Context: an optimization exercise on an open-source flow, tuned for small area. The choices shown serve that exercise and are no tape-out recipe. In this exercise RTL edits were held to simulation tests only and were not proved equivalent to the original. No activity file was given, so power comes from the tool's default toggle rates.

===== run.sh =====
#!/bin/bash
# synth_recipe.tcl (not shown) runs the flow's synth.tcl, then flattens the netlist and writes it again
# the make line also repeats each setting of config.mk as NAME=value (left out here)
make -C /OpenROAD-flow-scripts/flow DESIGN_CONFIG=/design/flow/config.mk WORK_HOME=/design/flow/orfs CLKGATE_MAP_FILE= SYNTH_SCRIPT=/design/flow/synth_recipe.tcl finish

===== config.mk =====
export PLATFORM = sky130hd
export DESIGN_NAME = armreduced
export DESIGN_NICKNAME = armreduced
export VERILOG_FILES = /design/flow/design.v
export SDC_FILE = /design/flow/constraint.sdc
export NUM_CORES = 4
export LEC_CHECK = 0
export CAP_MARGIN = 20
export CORE_MARGIN = 2
export CORE_UTILIZATION = 45
export SLEW_MARGIN = 20

===== constraint.sdc =====
create_clock -name core_clock -period 10.0 [get_ports {clk}]
set_input_delay 2.0000 -clock core_clock [delete_from_list [all_inputs] [get_ports {clk}]]
set_output_delay 2.0000 -clock core_clock [all_outputs]
set_load 0.01 [all_outputs]

===== design.v =====
module armreduced(
	input clk,
	input reset,
	output[31:0] pc,
	input[31:0] inst,
	input nIRQ,
	output [3:0] be,
	output[31:0] memaddr,
	output memwrite,
	output memread,
	output[31:0] writedata,
	input[31:0] readdata);
	assign be = 4'b1111;
	reg [31:0] r15;             
	reg [31:0] r14;             
	reg [32*14-1:0] rf;         
	reg [31:0] A, B;            
	reg [31:0] ALUout;          
	reg [31:0] B_MEM;           
	reg [31:0] WBdata;          
	reg z, c, setbubble;
	reg [9:0] st1, st2;         
	reg [3:0] st3;              
	reg [2:0] st4;              
	assign pc = r15;
	assign memaddr = ALUout;
	assign writedata = B_MEM;
	wire [31:0] ins = setbubble ? 32'd0 : inst;
	wire [11:0] F = ins[31:20];
	wire [1:0] cF = (F == 12'd0) ? 2'b00 : (&F[11:9]) ? 2'b11 : (F[8] ? 2'b10 : 2'b01);
	function pass_of(input [1:0] cc, input zz);
		pass_of = (cc[1] & cc[0]) | (cc[0] & zz) | (cc[1] & ~zz);
	endfunction
	wire p1 = pass_of(st1[9:8], z);
	wire s1_br = p1 & st1[7];
	wire s1_ls = p1 & ~st1[7] & st1[6];
	wire IRwrite = ~s1_br;
	wire PCsave = s1_br & st1[4];
	wire regbdst = s1_ls & ~st1[0];
	reg [31:0] imm;
	always @(*) begin
		if (s1_br)
			imm = {{6{ins[23]}}, ins[23:0], 2'b00};
		else if (s1_ls)
			imm = {20'd0, ins[11:0]};
		else
			imm = {{24{ins[7]}}, ins[7:0]};
	end
	wire [3:0] ra = ins[19:16];
	wire [3:0] rb = regbdst ? ins[15:12] : ins[3:0];
	function [31:0] rd(input [3:0] idx, input [32*14-1:0] f, input [31:0] x14, input [31:0] x15);
		integer k;
		begin
			rd = 32'd0;
			for (k = 0; k < 14; k = k + 1)
				rd = rd | ({32{idx == k}} & f[32*k +: 32]);
			rd = rd | ({32{idx == 4'd14}} & x14) | ({32{idx == 4'd15}} & x15);
		end
	endfunction
	wire [31:0] readA = rd(ra, rf, r14, r15);
	wire [31:0] readB = rd(rb, rf, r14, r15);
	wire p2 = pass_of(st2[9:8], z);
	wire [3:0] op = st2[4:1];
	wire isB = st2[7];
	wire isLS = ~st2[7] & st2[6];
	wire isDP = ~st2[7] & ~st2[6];
	wire isMOV = isDP & (op == 4'd13);
	wire useImm = isB | (isLS & ~st2[5]) | (isDP & st2[5]);
	wire [31:0] shifted = B << ins[11:7];
	wire [31:0] opA = isB ? r15 : isMOV ? 32'd0 : A;
	wire [31:0] opB = useImm ? imm : shifted;
	reg lg, sub, usec;       
	reg [1:0] lop;           
	always @(*) begin
		lg = 1'b0; sub = 1'b1; usec = 1'b0; lop = 2'd0;
		if (isB) begin
			sub = 1'b0;
		end else if (isLS) begin
			sub = ~st2[3];
		end else begin
			case (op)
			4'd0: begin lg = 1'b1; lop = 2'd0; end
			4'd1: begin lg = 1'b1; lop = 2'd1; end
			4'd12: begin lg = 1'b1; lop = 2'd2; end
			4'd4, 4'd13: sub = 1'b0;
			4'd5: begin sub = 1'b0; usec = 1'b1; end
			4'd6: begin sub = 1'b1; usec = 1'b1; end
			default: sub = 1'b1;
			endcase
		end
	end
	wire [31:0] bx = sub ? ~opB : opB;
	wire cin = usec ? c : sub;
	wire [32:0] sum = {1'b0, opA} + {1'b0, bx} + {32'd0, cin};
	wire [31:0] lres = (lop == 2'd0) ? (opA & opB) : (lop == 2'd1) ? (opA ^ opB) : (opA | opB);
	wire [31:0] res = lg ? lres : sum[31:0];
	wire [31:0] ALUresult = p2 ? res : {29'd0, r15[2], 2'b00};
	wire nzcv = p2 & isDP & ((op == 4'd10) | st2[0]);
	wire cnew = lg ? c : (sum[32] ^ sub);
	wire p3 = pass_of(st3[3:2], z);
	assign memwrite = p3 & (st3[1:0] == 2'b01);
	assign memread = p3 & (st3[1:0] == 2'b10);
	wire p4 = pass_of(st4[2:1], z);
	wire regwrite = p4 & st4[0];
	wire [3:0] rdst = ins[15:12];
	wire [31:0] wd = WBdata;    
	wire [1:0] tnext = isB ? 2'b00 : isLS ? (st2[0] ? 2'b10 : 2'b01) : ((op == 4'd10) ? 2'b00 : 2'b11);
	always @(posedge clk or posedge reset) begin
		if (reset) begin
			r15 <= 32'd0;
			B <= 32'd0;
			WBdata <= 32'd0;
			z <= 1'b0;
			c <= 1'b0;
			setbubble <= 1'b0;
			st1 <= 10'd0;
			st2 <= 10'd0;
			st3 <= 4'd0;
			st4 <= 3'd0;
		end else begin
			r15 <= setbubble ? ALUresult : r15 + 32'd4;
			B <= readB;
			WBdata <= (st3[1:0] == 2'b10) ? readdata : ALUout;
			if (nzcv) begin
				z <= (res == 32'd0);
				c <= cnew;
			end
			setbubble <= ~IRwrite;
			st1 <= {cF, F[7:0]};
			st2 <= st1;
			st3 <= {st2[9:8], tnext};
			st4 <= {st3[3:2], st3[1]};
		end
	end
	always @(posedge clk) begin
		A <= readA;
		ALUout <= ALUresult;
		B_MEM <= B;
		if (reset | PCsave)
			r14 <= r15;
	end
	genvar g;
	generate
		for (g = 0; g < 14; g = g + 1) begin : regs
			always @(posedge clk)
				if (reset | (regwrite & (rdst == g)))
					rf[32*g +: 32] <= wd;
		end
	endgenerate
endmodule

==> impl_results.md, run 1 <==
* Combinational share of power at 32.4%
* Clock Latency Late Sink at around 640 ps
* DR DRC count at 0
* Most frequent cells in the layout: edfxtp_1, a22o_1, a221oi_1, nand2_1, clkdlybuf4s50_1
* CP most frequent cell: mux2i_1
* Leading cell type in the layout, fill and taps excluded: edfxtp_1
* Final total power at 12000 µW
* Slew margin rel. at 9.26%
* DRT antenna net count at 0
* Async SR Flop Fraction at ~18%
* Achievable Freq at 126 MHz
* Hold-fix buffer count after cts at 0
* Vias per cell at about 7
* Initial antenna violation count at 8
* Post-synthesis sequential area ratio at 57.7%
* Worst Path Max Fanout at 32
* DRT Pass-1 Iters at 7
* Crit Path Class: in -> reg
* Clock root buffer: clkbuf_16
* Cell area after synthesis at 0.0338 mm²
* Crit. End Element: flip-flop
* Site Rows at 100
* DR iter-0 viols at 4898
* Final #Nets at 3070
* CTS resizes at 0
* Total power per unit cell area at 303 mW/mm²
* Clock sinks at 702
* Total wire length at 139000 µm
* I/O Buffers at 163
* Final slew viol count at 0
* CTS Buf Count at 77
* WL/cell at about 35 µm
* First-pass GRT wire length at between 150000 and 200000 µm
* Reg power frac at 42.3%
* Bufs on Longest Clock Path at 3
* RSZ-0062 raised after global routing: false
* Final hold violation count at 0
* Status: timing/DRC/antenna clean
* Core Region at 0.0743 mm²
* CP startpoint kind: primary input
* Fillers at 6368
* Initial Util at 45.4%
* Post-synthesis sequential element count at 702
* Vias in the first global route at about 27000
* EDFF count, synth at 480
* Crit-path slowest cell: nor2b_4
* Largest net degree at the start of global routing at 94
* Dpl hpwl at ~86000 µm
* Clock Power Share at 25.3%
* Setup Skew at 24.9 ps
* Area grow syn2layout at 17.3%
* Switching Fraction at 37.7%
* Slowest stage delay, CP at 880 ps
* YS warnings at 1
* Share of Yosys cell area claimed by the top area cell type at a little over two fifths
* Internal at 7480 µW
* Avg Cell Area, Syn at approximately 12 µm²
* I/O pins at between 150 and 200
* Leakage at roughly 0.015 µW
* Hold Crit Class: reg -> reg
* Cell chain of the critical path: clkdlybuf4s50_1 -> nor2b_4 -> mux2i_1 -> mux2i_1 -> mux2i_1 -> nand2_1 -> a31oi_1 -> o21ai_0 -> xor2_1 -> ha_1 -> nand4_1 -> a2111oi_2 -> nand2b_1 -> o22ai_1 -> nor3_1 -> or4_1 -> o21ai_0 -> o2111a_1 -> nand4_1 -> nand2_1
* Post-CTS Setup Bufs at 0
* Slew @ Worst Pin at 1350 ps
* Leading area contributor after synthesis: edfxtp_1
* Max_cap viols at 0
* WP data arrival at 8500 ps
* GRT Residual Overflow at 0
* DIE WIDTH at 278 µm
* Largest cells by area after synthesis: edfxtp_1, dfrtp_1, dfxtp_1, a221oi_1, a22o_1
* Critical path buffers and inverters at 1
* Top_reg_cell synth: edfxtp_1
* Required time of the critical path at 10560 ps
* Die ar. at 0.0772 mm²
* Mapped Cells at roughly 2800
* Worst-path clk slew at 60 ps
* Tmin final at 7940 ps
* Final setup violating endpoints at 0
* Vias at between 20000 and 30000
* Fin crit share at between 70% and 80%
* Net Sw Power at 4520 µW
* Peak supply drop at 0.168 mV
* Post-synthesis cell type count at 80
* GR Util All Layers at 35.2%
* Critical path's top delay family: simple AND/OR/NAND/NOR gates
* H-tree Lvls at 3
* Die Y at 278 µm
* Clock tree from TritonCTS: yes
* Fraction of layout instances using a drive strength above 1 at 11.1%
* Routability cong. at 0.952
* Setup TNS Final at 0 ps
[state kept, by name, indices dropped and copies added, names as in the netlist]
signal	cells
A	32
ALUout	32
B	32
B_MEM	32
WBdata	32
c	1
r14	32
r15	32
rf	448
setbubble	1
st1	10
st2	10
st3	4
st4	3
z	1
[cell usage after synthesis, types with 85 or more instances]
cell type,number
dfrtp_1,126
nor2_1,126
o21ai_0,89
ha_1,96
clkbuf_1,131
nand2_1,176
a221oi_1,210
a21oi_1,85
a22oi_1,92
a22o_1,210
edfxtp_1,480
dfxtp_1,96
mux2i_1,103
[cells by family (layout without fill, tap and decap cells)]
family                   count (synthesis)  in the layout  share of synthesized area [%]
AO/OA/AOI/OAI                          884            884                           20.2
XOR/XNOR                                79             79                           2.05
adder cells (fa/ha/maj)                 98             98                           3.68
buffers and inverters                  275            476                           3.31
flip-flops                             702            702                           57.7
multiplexers                           149            149                           4.59
other                                    1              5                         0.0111
AND/OR/NAND/NOR                        577            577                           8.47
[final cells by class]
cell class	count	area, µm²	area share [%]
Clock buffer	104	2150	5.42
Antenna cell	1	2.50	0.00632
Timing Repair Buffer	249	2300	5.80
Tap cell	969	1210	3.06
Clock inverter	39	561	1.42
Sequential cell	702	19500	49.2
Inverter	84	320	0.809
Multi-Input combinational cell	1791	13600	34.3
[worst register-to-register path, cell delays in order, from the launching register on]
cell      delay (ps)
dfrtp_2          460
inv_1             90
buf_4            460
nand2_1          760
nand3_1          410
nor3_1           120
a32oi_1          410
xnor2_1          150
fa_1             470
fa_1             470
a21o_1           220
a221oi_2         570
o32a_1           300
o211ai_1         280
mux2i_1          290
nand2_1           80
nor3_1           350
and4_1           350
nand4_1          250
nand2_1          130
[path summary, 6_finish.rpt]
check,from,to,slack [ps],depth (start not counted)
max,inst[8],z,2060,20
min,st1[3],st2[3],350,0
max reg2reg,setbubble,z,3310,19
min reg2reg,st1[3],st2[3],350,0
max in group asynchronous,reset,r15[4],6590,4
min in group asynchronous,reset,B[11],1770,2
[through the flow]
stage / util, % / hold WS [ps] / instance area, µm² / worst slack (ps) / std cells
6_report: 53.3 / 346 / 39600 / 2060 / 3939
5_1_grt: 53.3 / 348 / 39600 / 1670 / 3938
4_1_cts: 53.2 / 348 / 39600 / 2260 / 3937
3_5_place_dp: 49.6 / 338 / 36900 / 1630 / 3794
3_3_place_gp: 49.6 / 333 / 36900 / 1710 / 3794
2_1_floorplan: - / 331 / 33800 / 3130 / 2768
[routing by layer]
layer | global-route usage, % | part of all wire [%]
met1 | 46.2 | 37
met2 | 52.0 | 43
met3 | 9.88 | 13
met4 | 20.9 | 6.9
met5 | 0 | 0.0050
[power by group through the flow]
stage / Clock [µW] / Sequential, µW / Combinational (µW)
global placement: 0 / 5080 / 3720
CTS: 3050 / 5060 / 3780
detailed placement: 0 / 5110 / 3750
finish: 3030 / 5080 / 3890
global route: 3170 / 5160 / 4120
floorplan: 0 / 4750 / 2220
==> run 2, diff against run 1 <==
==> flow/run.sh (new file) <==
#!/bin/bash
# Standard layout (standard.sh, unchanged synthesis) with smaller port
# buffers and a clock tree without dummy loads.
export BUFFER_PORTS_ARGS="-buffer_cell sky130_fd_sc_hd__buf_1"
export CTS_ARGS="-sink_clustering_enable -repair_clock_nets -dont_use_dummy_load"
bash standard.sh > standard.log 2>&1
==> standard.sh (new file) <==
#!/bin/bash
# synth_recipe.tcl (not shown) runs the flow's synth.tcl, then flattens the netlist and writes it again
# the make line also repeats each setting of config.mk as NAME=value (left out here)
make -C /OpenROAD-flow-scripts/flow DESIGN_CONFIG=/design/flow/config.mk WORK_HOME=/design/flow/orfs CLKGATE_MAP_FILE= SYNTH_SCRIPT=/design/flow/synth_recipe.tcl "${@:-finish}"
--- a/config.mk
+++ b/config.mk
@@ -9,3 +9,3 @@
 export CORE_MARGIN = 2
-export CORE_UTILIZATION = 45
+export CORE_UTILIZATION = 65
 export SLEW_MARGIN = 20
removed: run.sh
==> run 2 against run 1 <==
Sequential share of layout area increased by 3.2 points. Critical path depth unchanged. Global-route usage increased by 13 points. Area after synthesis unchanged. Total power decreased by 7.4%. Synthesized cell count unchanged. Critical endpoint unchanged.
==> impl_results.md, run 2 <==
* Status: timing/DRC/antenna clean (unchanged)
* Slew @ Worst Pin at 1220 ps (was 1350 ps)
* Hold Path End: st2[5] (was st2[3])
* Post-CTS Setup Bufs at 0 (unchanged)
* Crit. End Element: flip-flop (unchanged)
* I/O Buffers at 163 (unchanged)
* Final #Nets at 3060 (was 3070)
* CP startpoint kind: primary input (unchanged)
* Vias at 28200 (was 27900)
* GRT Residual Overflow at 0 (unchanged)
* Total power per unit cell area at 298 mW/mm² (was 303 mW/mm²)
* Initial Util at 65.8% (was 45.4%)
* Slew margin rel. at 18.8% (was 9.26%)
* Fin crit share at 74.4% (was 79.4%)
* Clock Power Share at 20.4% (was 25.3%)
* Fillers at 3515 (was 6368)
* Site Rows at 83 (was 100)
* Cell area after synthesis at 0.0338 mm² (unchanged)
* Final slew viol count at 0 (unchanged)
* Routability cong. at 0.990 (was 0.952)
* R2r startpoint: setbubble (unchanged)
* Worst hold path cell count at 0 (unchanged)
* Vias per cell at 7.88 (was 7.08)
* Largest net degree at the start of global routing at 86 (was 94)
* Bufs on Longest Clock Path at 3 (unchanged)
* Hold Crit Class: reg -> reg (unchanged)
* Setup TNS Final at 0 ps (unchanged)
* Post-synthesis cell type count at 80 (unchanged)
* WL/cell at 36.4 µm (was 35.2 µm)
* Core Region at 0.0513 mm² (was 0.0743 mm²)
* Crit Path Class: in -> reg (unchanged)
* Reg2Reg Setup Slack at 3300 ps (was 3310 ps)
* Post-synthesis sequential element count at 702 (unchanged)
* Leakage at 0.0139 µW (was 0.0149 µW)
* YS warnings at 1 (unchanged)
* Most common cell in the synthesized netlist: edfxtp_1 (unchanged)
* CTS Buf Count at 71 (was 77)
* Number of cells on the critical path at 20 (unchanged)
* Achievable Freq at 134 MHz (was 126 MHz)
* DRT antenna net count at 0 (unchanged)
* Crit-path slowest cell: nor2b_1 (was nor2b_4)
* Most frequent cells in the layout: edfxtp_1, a22o_1, a221oi_1, nand2_1, buf_1 (was edfxtp_1, a22o_1, a221oi_1, nand2_1, clkdlybuf4s50_1)
* Clock tree from TritonCTS: yes (unchanged)
* Top_reg_cell synth: edfxtp_1 (unchanged)
* FF-to-FF End: z (unchanged)
* Largest cells by area after synthesis: edfxtp_1, dfrtp_1, dfxtp_1, a221oi_1, a22o_1 (unchanged)
* Die ar. at 0.0538 mm² (was 0.0772 mm²)
* H-tree Lvls at 3 (unchanged)
* Final Util at 72.5% (was 53.3%)
* Switching Fraction at 39.7% (was 37.7%)
* Dpl hpwl at 80300 µm (was 86200 µm)
* Leading area contributor after synthesis: edfxtp_1 (unchanged)
* Reg area at 0.0195 mm² (about the same)
* Clock Latency Late Sink at 630 ps (was 640 ps)
* Max reg flops at 448 (unchanged)
* Max_cap viols at 0 (unchanged)
* Required time of the critical path at 10510 ps (was 10560 ps)
* Area occupied by multi-input gates at 0.0135 mm² (was 0.0136 mm²)
* Worst-path clk slew at 60 ps (about the same)
* Worst Path Max Fanout at 13 (was 32)
* DIE WIDTH at 232 µm (was 278 µm)
* DRT Pass-1 Iters at 10 (was 7)
* Combinational share of power at 34.4% (was 32.4%)
* GR Util All Layers at 48.0% (was 35.2%)
* Total wire length at 130000 µm (was 139000 µm)
* CTS resizes at 0 (unchanged)
* Area grow syn2layout at 10.2% (was 17.3%)
* Internal at 6700 µW (was 7480 µW)
* PnR worst setup slack at 2560 ps (was 2060 ps)
* Cell chain of the critical path: buf_1 -> nor2b_1 -> mux2_2 -> nor2_1 -> a31oi_1 -> mux2i_1 -> mux2i_1 -> a22oi_1 -> xnor2_1 -> ha_1 -> nand4_1 -> a2111oi_2 -> nand2b_1 -> o22ai_1 -> nor3_1 -> or4_1 -> o21ai_0 -> o2111a_1 -> nand4_1 -> nand2_1 (was clkdlybuf4s50_1 -> nor2b_4 -> mux2i_1 -> mux2i_1 -> mux2i_1 -> nand2_1 -> a31oi_1 -> o21ai_0 -> xor2_1 -> ha_1 -> nand4_1 -> a2111oi_2 -> nand2b_1 -> o22ai_1 -> nor3_1 -> or4_1 -> o21ai_0 -> o2111a_1 -> nand4_1 -> nand2_1)
* RSZ-0062 raised after global routing: false (unchanged)
* Setup Skew at 66.3 ps (was 24.9 ps)
* First-pass GRT wire length at 183000 µm (was 194000 µm)
* Clock sinks at 702 (unchanged)
* Fraction of layout instances using a drive strength above 1 at 9.33% (was 11.1%)
* Clock root buffer: clkbuf_16 (unchanged)
* Leading cell type in the layout, fill and taps excluded: edfxtp_1 (unchanged)
* WP data arrival at 7950 ps (was 8500 ps)
* Hold-fix buffer count after cts at 0 (unchanged)
* Final total power at 11100 µW (was 12000 µW)
* Critical path buffers and inverters at 1 (unchanged)
* Synth top cells by count: edfxtp_1, a221oi_1, a22o_1 (unchanged)
* Final hold violation count at 0 (unchanged)
* Async SR Flop Fraction at 17.9% (unchanged)
* Reg power frac at 45.2% (was 42.3%)
* Pre-CTS setup slack at 2180 ps (was 1630 ps)
* DR DRC count at 0 (unchanged)
* Die Y at 232 µm (was 278 µm)
* Tmin final at 7440 ps (was 7940 ps)
* Avg Cell Area, Syn at 12.2 µm² (unchanged)
* Final setup violating endpoints at 0 (unchanged)
* Peak supply drop at 0.285 mV (was 0.168 mV)
* Critical path's top delay family: simple AND/OR/NAND/NOR gates (unchanged)
* Slowest stage delay, CP at 960 ps (was 880 ps)
* Vias in the first global route at 26700 (was 26800)
* Worst Reg2Reg Path Length in Cells at 19 (unchanged)
* Initial antenna violation count at 18 (was 8)
* I/O pins at 169 (unchanged)
* Mapped Cells at 2765 (unchanged)
* DR iter-0 viols at 5293 (was 4898)
* Net Sw Power at 4400 µW (was 4520 µW)
* Post-synthesis sequential area ratio at 57.7% (unchanged)
* EDFF count, synth at 480 (unchanged)
* Hold path startpoint: st1[5] (was st1[3])
* Top reg by flops: rf (unchanged)
* Share of Yosys cell area claimed by the top area cell type at 42.7% (unchanged)
-- run 2: area by class of cell --
cell class                 count  share of cell area (%)
sequential                   702                    52.4
clock buffer                  71                    4.78
inverter                      84                   0.861
tap                          680                    2.29
multi-input combinational   1791                    36.3
antenna                       12                  0.0807
timing repair buffer         245                    3.30
-- run 2: cell families (layout without fill, tap and decap cells) --
family / Yosys count / in the layout / share of synthesized area, %
AOI/OAI and AO/OA: 884 / 884 / 20.2
DFF: 702 / 702 / 57.7
and+or+nand+nor: 577 / 577 / 8.47
buffers and inverters: 275 / 400 / 3.31
muxes: 149 / 149 / 4.59
adders and majority gates: 98 / 98 / 3.68
xor gates and xnor gates: 79 / 79 / 2.05
other: 1 / 16 / 0.0111
-- run 2: worst reg2reg max path: stages (launching register included) --
cell       delay, ps
dfrtp_2          440
inv_1            110
buf_4            450
nand2_1          710
nand3_1          380
nor3_1           100
a32oi_1          460
xnor2_1          190
fa_1             480
fa_1             470
a21o_1           220
a221oi_2         530
o31ai_1          140
o21ai_0          360
o211ai_1         270
xnor2_1          190
a2bb2oi_1        520
and4bb_2         310
nand4_1          180
nand2_1           70
-- run 2: worst max path at each step --
| stage | slack (ps) | start | endpoint |
|---|---|---|---|
| floorplan | 3130 | reset | rf[0] |
| global placement | 2200 | inst[8] | z |
| detailed placement | 2180 | inst[8] | z |
| CTS | 2730 | inst[7] | z |
| global route | 2160 | inst[8] | z |
| finish | 2560 | inst[7] | z |
-- run 2: power groups by stage --
stage	Combinational (µW)	Sequential [µW]	Clock [µW]
floorplan	2220	4750	0
global placement	3590	4970	0
detailed placement	3630	5020	0
CTS	3660	4970	2250
global route	4030	5080	2360
finish	3820	5020	2260
-- run 2: routing by layer --
layer	share of wire, %	track usage [%]
met4	8.4	30.6
met1	33	59.1
met3	17	20.8
met2	42	69.3
met5	0.17	2.11
-- run 2: per-stage QoR --
stage / cells / hold slack, ps / instance area, µm²
2_1_floorplan: 2768 / 331 / 33800
3_3_place_gp: 3502 / 339 / 35400
3_5_place_dp: 3502 / 339 / 35400
4_1_cts: 3573 / 352 / 37200
5_1_grt: 3574 / 361 / 37200
6_report: 3585 / 351 / 37200

==> re-timing with driven ports <==
No port has a modelled driver above. Below, the same layouts with a new extraction and two added sets of constraints.
Step 1 assumes that a clkbuf_16 drives the clock port and a buf_2 every other input.
Step 2, shift: input delay + t, output delay - t, t = (earliest + latest rising clock arrival at the registers) / 2. This alone moves slack from input paths to output paths.
a / b / c = no drivers / after step 1 / after step 2; a / b = the first two.
run	shift t [ns]	setup WS [ns]	slew at the worst register clock pin (ns)	worst data-port slew with drivers (ns)	cell pins on the clock port's net
run 1	0.700	2.064 / 2.106 / 1.406	0.07 / 0.07	0.05	1
run 2	0.663	2.556 / 2.597 / 1.934	0.07 / 0.07	0.11	1
After both steps every run listed still meets setup and hold. The setup slack of run 1, which loses most, moves by +0.042 ns with the drivers and by -0.658 ns with both steps.
